Context: an optimization exercise on an open-source flow, tuned for small area, a short achievable clock period and few clock cycles. The choices shown serve that exercise and are no tape-out recipe. Only simulation tests tie the RTL to the original design; equivalence was not proved.

==> inputs of job 4975 <==
Design Milestone1, start of the top module:
module Milestone1 (
   input  logic            Clock,
   input  logic            resetn,
   input  logic [15:0]     SRAM_read_data,
   input  logic            M1_start,
   output logic [17:0]     SRAM_address,
   output logic [15:0]     SRAM_write_data,
   output logic            SRAM_we_n,
   output logic            M1_end
);
logic        running;
logic        wr_on;
logic [4:0]  cyc;           
logic [7:0]  col;           
logic [17:0] yptr;          
logic [17:0] wptr;          
logic [7:0]  uw [0:5];      
logic [7:0]  vw [0:5];      
logic [7:0]  ulow;          
logic [15:0] vbuf;          
logic [15:0] ybuf;          
logic [8:0]  uo, vo;        
logic [7:0]  bh;            
logic        fsel_u;
logic [7:0]  w0, w1, w2, w3, w4, w5;
logic [7:0]  t0, t1, t3, t4, t5;
logic [8:0]  fp, fq, fs;        
logic [8:0]  fout;
logic        c0, c1, c157, c158, c159;    
assign fsel_u = cyc[3];
assign w0 = fsel_u ? uw[0] : vw[0];
assign w1 = fsel_u ? uw[1] : vw[1];
assign w2 = fsel_u ? uw[2] : vw[2];
assign w3 = fsel_u ? uw[3] : vw[3];
assign w4 = fsel_u ? uw[4] : vw[4];
assign w5 = fsel_u ? uw[5] : vw[5];
assign t0 = c0 ? w2 : (c1 ? w1 : w0);
assign t1 = c0 ? w2 : w1;
assign t3 = c159 ? w2 : w3;
assign t4 = c159 ? w2 : (c158 ? w3 : w4);
assign t5 = c159 ? w2 : (c158 ? w3 : (c157 ? w4 : w5));
always_ff @(posedge Clock) begin
   fp <= {1'b0, t0} + {1'b0, t5};
   fq <= {1'b0, t1} + {1'b0, t4};
   fs <= {1'b0, w2} + {1'b0, t3};
end
logic ft_s0, ft_c0;
logic ft_s1, ft_c1;
logic ft_s2, ft_c2;
logic ft_s3, ft_c3;
logic ft_s4, ft_c4;
logic ft_s5, ft_c5;
logic ft_s6, ft_c6;
logic ft_s7, ft_c7;
logic ft_s8, ft_c8;
logic ft_s9, ft_c9;
logic ft_s10, ft_c10;
  ...
==> flow/config.mk <==
export PLATFORM = sky130hd
export DESIGN_NAME = Milestone1
export DESIGN_NICKNAME = Milestone1
export VERILOG_FILES = /design/flow/design.v
export SDC_FILE = /design/flow/constraint.sdc
export NUM_CORES = 4
export LEC_CHECK = 0
export CAP_MARGIN = 20
export CORE_MARGIN = 2
export CORE_UTILIZATION = 40
export CTS_CLUSTER_DIAMETER = 80
export CTS_CLUSTER_SIZE = 25
export SLEW_MARGIN = 20
==> flow/constraint.sdc <==
create_clock -name core_clock -period 13.0 [get_ports {Clock}]
set_input_delay 2.6000 -clock core_clock [delete_from_list [all_inputs] [get_ports {Clock}]]
set_output_delay 2.6000 -clock core_clock [all_outputs]
set_load 0.01 [all_outputs]
standard.sh (not shown) runs the stock make flow with config.mk's settings and CLKGATE_MAP_FILE= SYNTH_SCRIPT=/design/flow/synth_recipe.tcl, a recipe that flattens the netlist after the stock synthesis.
==> flow/flow/run.sh <==
#!/bin/bash
# The standard layout, with the timing repair steps asked to leave a larger
# setup margin (the clock and constraints are the design's own).
set -euo pipefail
bash standard.sh SETUP_SLACK_MARGIN=8.8 finish > flow_make.log 2>&1
==> job 8905: changes against job 4975 <==
CORE_UTILIZATION = 60   (was 40)
CTS_CLUSTER_DIAMETER = 60   (was 80)
CTS_CLUSTER_SIZE = 20   (was 25)
==> job 4494: changes against job 4975 <==
--- a/flow/design.v
+++ b/flow/design.v
@@ -25,22 +25,22 @@
 logic [7:0]  bh;            
 logic        fsel_u;
 logic [7:0]  w0, w1, w2, w3, w4, w5;
 logic [7:0]  t0, t1, t3, t4, t5;
 logic [8:0]  fp, fq, fs;        
 logic [8:0]  fout;
 logic        c0, c1, c157, c158, c159;    
 assign fsel_u = cyc[3];
-assign w0 = fsel_u ? uw[0] : vw[0];
-assign w1 = fsel_u ? uw[1] : vw[1];
-assign w2 = fsel_u ? uw[2] : vw[2];
-assign w3 = fsel_u ? uw[3] : vw[3];
-assign w4 = fsel_u ? uw[4] : vw[4];
-assign w5 = fsel_u ? uw[5] : vw[5];
+assign w0 = fsel_u ? uw[0] : vw[1];
+assign w1 = fsel_u ? uw[1] : vw[2];
+assign w2 = fsel_u ? uw[2] : vw[3];
+assign w3 = fsel_u ? uw[3] : vw[4];
+assign w4 = fsel_u ? uw[4] : vw[5];
+assign w5 = fsel_u ? uw[5] : vw[0];
 assign t0 = c0 ? w2 : (c1 ? w1 : w0);
 assign t1 = c0 ? w2 : w1;
 assign t3 = c159 ? w2 : w3;
 assign t4 = c159 ? w2 : (c158 ? w3 : w4);
 assign t5 = c159 ? w2 : (c158 ? w3 : (c157 ? w4 : w5));
 always_ff @(posedge Clock) begin
    fp <= {1'b0, t0} + {1'b0, t5};
    fq <= {1'b0, t1} + {1'b0, t4};
@@ -272,18 +272,18 @@
 assign fout = ft_sum[16:8];
 logic [7:0]  ysel;
 logic [8:0]  usel, vsel;
 logic [24:0] ypr;               
 logic [8:0]  xu, xv;
 logic [10:0] xu3, xv3;
 logic [7:0]  cr, cg, cb;
 assign ysel = ybuf[15:8];    
-assign usel = cyc[0] ? {uw[2][7], ~uw[2][7], uw[2][6:0]} : uo;
-assign vsel = cyc[0] ? {vw[2][7], ~vw[2][7], vw[2][6:0]} : vo;
+assign usel = cyc[0] ? {uw[4][7], ~uw[4][7], uw[4][6:0]} : uo;
+assign vsel = cyc[0] ? {vw[4][7], ~vw[4][7], vw[4][6:0]} : vo;
 logic yt_s0, yt_c0;
 logic yt_s1, yt_c1;
 logic yt_s2, yt_c2;
 logic yt_s3, yt_c3;
 logic yt_s4, yt_c4;
 logic yt_s5, yt_c5;
 logic yt_s6, yt_c6;
 logic yt_s7, yt_c7;
@@ -841,25 +841,28 @@
       end
    end
    if (cyc[4]) uo <= fout;
    if (cyc[0]) vo <= fout;
    bh <= cb;
    if (cyc[1]) SRAM_write_data <= {cr, cg};
    else if (cyc[2]) SRAM_write_data <= {bh, cr};
    else SRAM_write_data <= {cg, cb};
+   uw[0] <= uw[5]; uw[1] <= uw[0]; uw[2] <= uw[1]; uw[3] <= uw[2]; uw[4] <= uw[3];
+   vw[0] <= vw[5]; vw[1] <= vw[0]; vw[2] <= vw[1]; vw[3] <= vw[2]; vw[4] <= vw[3];
    if (cyc[2]) begin
-      uw[0] <= uw[1]; uw[1] <= uw[2]; uw[2] <= uw[3]; uw[3] <= uw[4]; uw[4] <= uw[5];
-      vw[0] <= vw[1]; vw[1] <= vw[2]; vw[2] <= vw[3]; vw[3] <= vw[4]; vw[4] <= vw[5];
       if (~yptr[0]) begin         
          uw[5] <= SRAM_read_data[15:8];
          ulow  <= SRAM_read_data[7:0];
          vw[5] <= vbuf[15:8];
       end else begin              
          uw[5] <= ulow;
          vw[5] <= vbuf[7:0];
          vbuf  <= SRAM_read_data;
       end
+   end else begin
+      uw[5] <= uw[4];
+      vw[5] <= vw[4];
    end
    if (cyc[3]) ybuf <= SRAM_read_data;
    else if (cyc[0]) ybuf[15:8] <= ybuf[7:0];
 end
 endmodule
CTS_CLUSTER_DIAMETER = not set   (was 80)
CTS_CLUSTER_SIZE = not set   (was 25)
==> run summary <==
In job 4975 the count of clock-buffer cells in the layout is lower than in job 4494, by 25. Synthesized cell count is the same in job 4975 and job 8905. Against job 4975, the worst setup slack of job 8905 is lower by 0.0048 ns. Routed wire length: job 4975 > job 8905 > job 4494. Maximum frequency: job 8905 < job 4975 < job 4494. The lowest die area belongs to job 8905, the highest to job 4975. Of job 4494 and job 4975, job 4975 has the higher hold slack (gap 0.10 ns). Sequential share of layout area, highest first: job 8905, job 4975, job 4494.
Testbench counts of job 4975, summed over its fixed seeds: cycles 768,104.
Testbench counts of job 8905, summed over its fixed seeds: cycles 768,104.
Testbench counts of job 4494, summed over its fixed seeds: cycles 768,104.

---

==> inputs of branch onyx <==
Milestone1 again, from the RTL that the note above started with.
==> flow/config.mk <==
export PLATFORM = sky130hd
export DESIGN_NAME = Milestone1
export DESIGN_NICKNAME = Milestone1
export VERILOG_FILES = /design/flow/design.v
export SDC_FILE = /design/flow/constraint.sdc
export NUM_CORES = 4
export LEC_CHECK = 0
export CAP_MARGIN = 20
export CORE_MARGIN = 2
export CORE_UTILIZATION = 40
export SLEW_MARGIN = 20
==> flow/constraint.sdc <==
create_clock -name core_clock -period 13.0 [get_ports {Clock}]
set_input_delay 2.6000 -clock core_clock [delete_from_list [all_inputs] [get_ports {Clock}]]
set_output_delay 2.6000 -clock core_clock [all_outputs]
set_load 0.01 [all_outputs]
==> flow/flow/run.sh <==
#!/bin/bash
# The standard layout (the standard.sh), with these ORFS settings changed:
#   SETUP_SLACK_MARGIN=9.3 "BUFFER_PORTS_ARGS=-buffer_cell sky130_fd_sc_hd__buf_2"
# The clock, the constraints and the synthesis are the design's own.
set -euo pipefail
bash standard.sh SETUP_SLACK_MARGIN=9.3 "BUFFER_PORTS_ARGS=-buffer_cell sky130_fd_sc_hd__buf_2" finish > flow_make.log 2>&1
==> inputs of branch garnet, as changes to branch onyx <==
==> flow/flow/run.sh (replaced) <==
#!/bin/bash
# The standard layout, with the timing repair steps asked to leave a larger
# setup margin (the clock and constraints are the design's own).
set -euo pipefail
bash standard.sh SETUP_SLACK_MARGIN=8.8 finish > flow_make.log 2>&1
--- a/flow/config.mk
+++ b/flow/config.mk
@@ -8,4 +8,4 @@
 export CAP_MARGIN = 20
 export CORE_MARGIN = 2
-export CORE_UTILIZATION = 40
+export CORE_UTILIZATION = 55
 export SLEW_MARGIN = 20
==> inputs of branch tundra, as changes to branch onyx <==
==> flow/flow/run.sh (replaced) <==
#!/bin/bash
# The standard layout, with the timing repair steps asked to leave a larger
# setup margin (the clock and constraints are the design's own).
set -euo pipefail
bash standard.sh SETUP_SLACK_MARGIN=8.8 finish > flow_make.log 2>&1
==> summary.txt <==
Route
  • Vias: around 16000
  • Wl on met1: approximately 27000 um

CTS
  • Clock latency on the worst-skew pair: between 0.5 and 0.6 ns

Min path
  • Hold Startpoint: vw[3][2]$_DFFE_PP_

Layout
  • Design area: around 26000 um^2
  • Layout cell share with drive strength beyond 1: between 10 and 15%

Outcome
  • Outcome: no timing/DRC/antenna violations

Timing
  • Clk_skew: 0.0192 ns
  • Slew @ Worst Pin: a little over 1 ns
  • Setup WS post-layout: about 8.8 ns
  • Period minus WS final: between 4 and 5 ns

Die
  • Die footprint: approximately 43000 um^2

Setup path
  • CP max stage delay: around 0.5 ns
(the above is from branch garnet)
==> summary.txt <==
Route
  • Vias: 16100
  • Wl on met1: between 20000 and 30000 um

Timing
  • Period minus WS final: ~4.2 ns
  • Setup WS post-layout: roughly 8.8 ns
  • Clk_skew: around 0.034 ns
  • Slew @ Worst Pin: roughly 0.95 ns

Layout
  • Design area: around 27000 um^2

CTS
  • Clock latency on the worst-skew pair: approximately 0.58 ns

Min path
  • Hold Startpoint: wr_on$_DFFE_PN0P_

Setup path
  • CP max stage delay: 0.55 ns

Outcome
  • Outcome: no timing/DRC/antenna violations
(the above is from branch tundra)
==> summary.txt <==
Setup path
  • CP max stage delay: 0.53 ns

Route
  • Wl on met1: approximately 26000 um
  • Vias: between 15000 and 20000

GRT
  • Met1 global-route usage: about a quarter

CTS
  • Clock latency on the worst-skew pair: approximately 0.57 ns

Min path
  • Worst Hold Path EP: vw[2][6]$_DFFE_PP_
  • Hold Startpoint: vw[3][6]$_DFFE_PP_

Outcome
  • Outcome: no timing/DRC/antenna violations

Layout
  • Design area: around 27000 um^2
  • Layout cell share with drive strength beyond 1: between 20% and 30%

Die
  • Die footprint: a little under 60000 um^2

Timing
  • Clk_skew: 0.0353 ns
  • Setup WS post-layout: 8.82 ns
(the above is from branch onyx)
Testbench counts of branch onyx, summed over its fixed seeds: cycles 768,104.
Testbench counts of branch garnet, summed over its fixed seeds: cycles 768,104.
Testbench counts of branch tundra, summed over its fixed seeds: cycles 768,104.

static timing again, ports no longer ideal:
No port has a modelled driver above. Below, the same layouts with a new extraction and two added sets of constraints. Step 1: set_driving_cell puts a clkbuf_16 on Clock and a buf_2 on each other input, an assumption about the parent block. Step 2 moves the port delays by t, midway between the first and last clock arrival at a register: inputs arrive t later, outputs are due t later. That takes back most of the time a late clock gives input paths. Slacks: ideal / step 1 / step 2; pairs: ideal / step 1.
run	shift t [ns]	setup WS [ns]	worst setup path at the end	pins driven straight from the clock port
job 4975	0.641	8.784 / 8.784 / 8.681	input to register	1
job 8905	0.635	8.779 / 8.779 / 8.726	input to register	1
job 4494	0.615	8.790 / 8.790 / 8.697	input to register	1
branch onyx	0.611	8.823 / 8.823 / 8.823	register to register	1
branch garnet	0.607	8.786 / 8.786 / 8.661	input to register	1
branch tundra	0.619	8.832 / 8.832 / 8.686	input to register	1
After both steps every run listed still meets setup and hold. For branch tundra, which loses most, drivers alone change the setup slack by 0.000 ns; drivers and shift together by -0.146 ns.
